Background: an optimization exercise with open tools, aiming at small area. Do not read the settings as production practice.
RTL that was checked went through simulation tests only; none was proved equivalent to the original.

Setup of wip/maple:
Design Toplevelmodule, start of the top module:
module Toplevelmodule(
    input clk,
    input rst,
    input count_x, count_y, btn1, btn2, btn3, btn4, btn5,
    output h_sync, v_sync,
    output [3:0] red, green, blue
    );
For scale: roughly 930 cells after synthesis, ~50 flip-flops, about 23 I/O pins.
==> module vga_sync, before the edit <==
module vga_sync(
    input [9:0] h_count,
    input [9:0] v_count,
    output h_sync, v_sync, animate, last_row, sync_row
    );
    assign h_sync = ~((h_count >= 10'd656) & (h_count <= 10'd751));
    assign sync_row = (v_count >= 10'd490) & (v_count <= 10'd491);
    assign v_sync = ~sync_row;
    assign last_row = (v_count == 10'd479);
    assign animate = last_row & (h_count == 10'd640);
endmodule
==> module movement, before the edit <==
module movement(
    input clk,
    input rst,
    input animate,
    input last_row,
    input sync_row,
    input left, right, up, down,
    input [9:0] h_count, v_count,
    input wall, wall_mr,
    output box, win
    );
    reg [9:1] xp, yp;
    reg bl, br, bu, bd;
    reg c;
    wire [10:0] dx = {1'b0, h_count} - {1'b0, xp, 1'b0};
    wire [10:0] dy = {1'b0, v_count} - {1'b0, yp, 1'b0};
    wire [9:0] dxm = dx[9:0];
    wire [9:0] dym = dy[9:0];
    assign box = (dx[10:4] == 7'd0) & (dy[10:4] == 7'd0);
    assign win = (xp >= 9'd225) & (xp <= 9'd504);
    wire row0 = (dym == 10'd0);
    wire col0 = (dxm == 10'd0);
    wire hit_l = row0 & wall & ((dxm == 10'd1014) | (dxm == 10'd5) | (dxm == 10'd1021));
    wire hit_r = row0 & ((wall & ((dxm == 10'd10) | (dxm == 10'd25))) | (wall_mr & (dxm == 10'd17)));
    wire hit_u = col0 & wall & (dym == 10'd25);
    wire hit_d = col0 & wall & (dym == 10'd1014);
    always @(posedge clk) begin
        if (rst | sync_row) begin
            bl <= 1'b0; br <= 1'b0; bu <= 1'b0; bd <= 1'b0;
        end else if (animate) begin
            bl <= left & ~bl;
            br <= ~left & right & ~br;
            bu <= ~left & ~right & up & ~bu;
            bd <= ~left & ~right & ~up & down & ~bd;
        end else begin
            bl <= bl | hit_l; br <= br | hit_r; bu <= bu | hit_u; bd <= bd | hit_d;
        end
    end
    wire [3:0] i = h_count[3:0];
    wire step = last_row & (h_count[9:4] == 6'b101001) & (i <= 4'd8);
    wire mx = bl | br;
    wire neg = bl | bd;
    wire k = (i == 4'd0) | (neg ? ((i == 4'd1) | (i >= 4'd3)) : (i == 4'd2));
    wire a = mx ? xp[1] : yp[1];
    wire s = a ^ k ^ c;
    always @(posedge clk) begin
        c <= step & ((a & k) | (a & c) | (k & c));
        if (rst) begin
            xp <= 9'd8;
            yp <= 9'd36;
        end else if (step) begin
            if (mx) xp <= {s, xp[9:2]};
            if (bu | bd) yp <= {s, yp[9:2]};
        end
    end
endmodule
==> module Toplevelmodule, before the edit <==
module Toplevelmodule(
    input clk,
    input rst,
    input count_x, count_y, btn1, btn2, btn3, btn4, btn5,
    output h_sync, v_sync,
    output [3:0] red, green, blue
    );
    wire v_trig, animate, last_row, sync_row;
    wire [9:0] h_count, v_count;
    wire left, right, up, down;
    wire wall, wall_mr, box, win;
    hCounter hc(clk, rst, h_count, v_trig);
    vCounter vc(clk, rst, v_trig, v_count);
    vga_sync vgas(h_count, v_count, h_sync, v_sync, animate, last_row, sync_row);
    inputs i(clk, rst, btn1, btn2, btn3, btn4, left, right, up, down);
    movement m1(clk, rst, animate, last_row, sync_row, left, right, up, down, h_count, v_count,
                wall, wall_mr, box, win);
    pixel_gen pg(clk, rst, btn5, h_count, v_count, box, win,
                 wall, wall_mr, red, green, blue);
endmodule
==> flow/config.mk <==
export PLATFORM = sky130hd
export DESIGN_NAME = Toplevelmodule
export DESIGN_NICKNAME = Toplevelmodule
export VERILOG_FILES = /design/flow/design.v
export SDC_FILE = /design/flow/constraint.sdc
export NUM_CORES = 4
export LEC_CHECK = 0
export ABC_AREA = 1
export CAP_MARGIN = 20
export CORE_MARGIN = 2
export CORE_UTILIZATION = 40
export SLEW_MARGIN = 20
==> flow/constraint.sdc <==
create_clock -name core_clock -period 20.0 [get_ports {clk}]
set_input_delay 4.0000 -clock core_clock [delete_from_list [all_inputs] [get_ports {clk}]]
set_output_delay 4.0000 -clock core_clock [all_outputs]
set_load 0.01 [all_outputs]
run.sh (not shown) runs the stock make flow with config.mk's settings and CLKGATE_MAP_FILE= SYNTH_SCRIPT=/design/flow/synth_recipe.tcl, a recipe that flattens the netlist after the stock synthesis.
For wip/pepper, these inputs were changed with respect to wip/maple:
--- a/flow/design.v
+++ b/flow/design.v
@@ -28,17 +28,15 @@
     end
 endmodule
 module vga_sync(
     input [9:0] h_count,
     input [9:0] v_count,
-    output h_sync, v_sync, animate, last_row, sync_row
+    output h_sync, v_sync, animate
     );
     assign h_sync = ~((h_count >= 10'd656) & (h_count <= 10'd751));
-    assign sync_row = (v_count >= 10'd490) & (v_count <= 10'd491);
-    assign v_sync = ~sync_row;
-    assign last_row = (v_count == 10'd479);
-    assign animate = last_row & (h_count == 10'd640);
+    assign v_sync = ~((v_count >= 10'd490) & (v_count <= 10'd491));
+    assign animate = (v_count == 10'd479) & (h_count == 10'd640);
 endmodule
 module pixel_gen(
     input clk_d,
     input rst,
     input btn,
@@ -826,20 +824,17 @@
 endmodule
 module movement(
     input clk,
     input rst,
     input animate,
-    input last_row,
-    input sync_row,
     input left, right, up, down,
     input [9:0] h_count, v_count,
     input wall, wall_mr,
     output box, win
     );
     reg [9:1] xp, yp;
     reg bl, br, bu, bd;
-    reg c;
     wire [10:0] dx = {1'b0, h_count} - {1'b0, xp, 1'b0};
     wire [10:0] dy = {1'b0, v_count} - {1'b0, yp, 1'b0};
     wire [9:0] dxm = dx[9:0];
     wire [9:0] dym = dy[9:0];
     assign box = (dx[10:4] == 7'd0) & (dy[10:4] == 7'd0);
@@ -849,36 +844,30 @@
     wire hit_l = row0 & wall & ((dxm == 10'd1014) | (dxm == 10'd5) | (dxm == 10'd1021));
     wire hit_r = row0 & ((wall & ((dxm == 10'd10) | (dxm == 10'd25))) | (wall_mr & (dxm == 10'd17)));
     wire hit_u = col0 & wall & (dym == 10'd25);
     wire hit_d = col0 & wall & (dym == 10'd1014);
     always @(posedge clk) begin
-        if (rst | sync_row) begin
+        if (rst | animate) begin
             bl <= 1'b0; br <= 1'b0; bu <= 1'b0; bd <= 1'b0;
-        end else if (animate) begin
-            bl <= left & ~bl;
-            br <= ~left & right & ~br;
-            bu <= ~left & ~right & up & ~bu;
-            bd <= ~left & ~right & ~up & down & ~bd;
         end else begin
             bl <= bl | hit_l; br <= br | hit_r; bu <= bu | hit_u; bd <= bd | hit_d;
         end
     end
-    wire [3:0] i = h_count[3:0];
-    wire step = last_row & (h_count[9:4] == 6'b101001) & (i <= 4'd8);
-    wire mx = bl | br;
-    wire neg = bl | bd;
-    wire k = (i == 4'd0) | (neg ? ((i == 4'd1) | (i >= 4'd3)) : (i == 4'd2));
-    wire a = mx ? xp[1] : yp[1];
-    wire s = a ^ k ^ c;
     always @(posedge clk) begin
-        c <= step & ((a & k) | (a & c) | (k & c));
         if (rst) begin
             xp <= 9'd8;
             yp <= 9'd36;
-        end else if (step) begin
-            if (mx) xp <= {s, xp[9:2]};
-            if (bu | bd) yp <= {s, yp[9:2]};
+        end else if (animate) begin
+            if (left) begin
+                if (~bl) xp <= xp - 9'd5;
+            end else if (right) begin
+                if (~br) xp <= xp + 9'd5;
+            end else if (up) begin
+                if (~bu) yp <= yp + 9'd5;
+            end else if (down) begin
+                if (~bd) yp <= yp - 9'd5;
+            end
         end
     end
 endmodule
 module inputs(
     input clk_d,
@@ -901,18 +890,18 @@
     input rst,
     input count_x, count_y, btn1, btn2, btn3, btn4, btn5,
     output h_sync, v_sync,
     output [3:0] red, green, blue
     );
-    wire v_trig, animate, last_row, sync_row;
+    wire v_trig, animate;
     wire [9:0] h_count, v_count;
     wire left, right, up, down;
     wire wall, wall_mr, box, win;
     hCounter hc(clk, rst, h_count, v_trig);
     vCounter vc(clk, rst, v_trig, v_count);
-    vga_sync vgas(h_count, v_count, h_sync, v_sync, animate, last_row, sync_row);
+    vga_sync vgas(h_count, v_count, h_sync, v_sync, animate);
     inputs i(clk, rst, btn1, btn2, btn3, btn4, left, right, up, down);
-    movement m1(clk, rst, animate, last_row, sync_row, left, right, up, down, h_count, v_count,
+    movement m1(clk, rst, animate, left, right, up, down, h_count, v_count,
                 wall, wall_mr, box, win);
     pixel_gen pg(clk, rst, btn5, h_count, v_count, box, win,
                  wall, wall_mr, red, green, blue);
 endmodule
Results
Wire: wip/pepper routes more than wip/maple
wip/maple -> wip/pepper: synthesized cell count increased by a little under 10%
Diff wip/maple -> wip/pepper: synthesized area increased by about 6% relative to the old numbers; worst slew slack as a fraction of its limit went down; worst path setup slack after routing +0.31 ns.
Of wip/maple and wip/pepper, the run reporting the lower worst slack at placement was wip/maple.
Comparing wip/maple and wip/pepper, wire length on met1 is higher on wip/maple.
Adder and majority gate portion of the synthesized area for wip/pepper is higher than for wip/maple.
From wip/maple to wip/pepper the numbers moved as follows: multi-input gate count now larger, sequential share of layout area now smaller.
No functional check of the RTL was part of wip/pepper.

==> separate check: timing with driven ports <==
The flow's constraints put no driver on any port. The routed layouts listed below were extracted and timed again, unchanged, in two steps.
Step 1 assumes that a clkbuf_16 drives the clock port and a buf_2 every other input.
Step 2 times the ports against the registers' clock, not the clock port: input delays grow and output delays shrink by t, the midpoint of the rising clock arrivals with the driver on.
Slacks: no drivers / after step 1 / after step 2; pairs: no drivers / after step 1.
run | t (ns) | setup slack, ns | worst register clock-pin slew, ns
wip/maple | 0.347 | 12.795 / 12.755 / 13.102 | 0.08 / 0.08
wip/pepper | 0.339 | 13.108 / 13.068 / 13.406 | 0.07 / 0.07
After both steps every run listed still meets setup and hold.
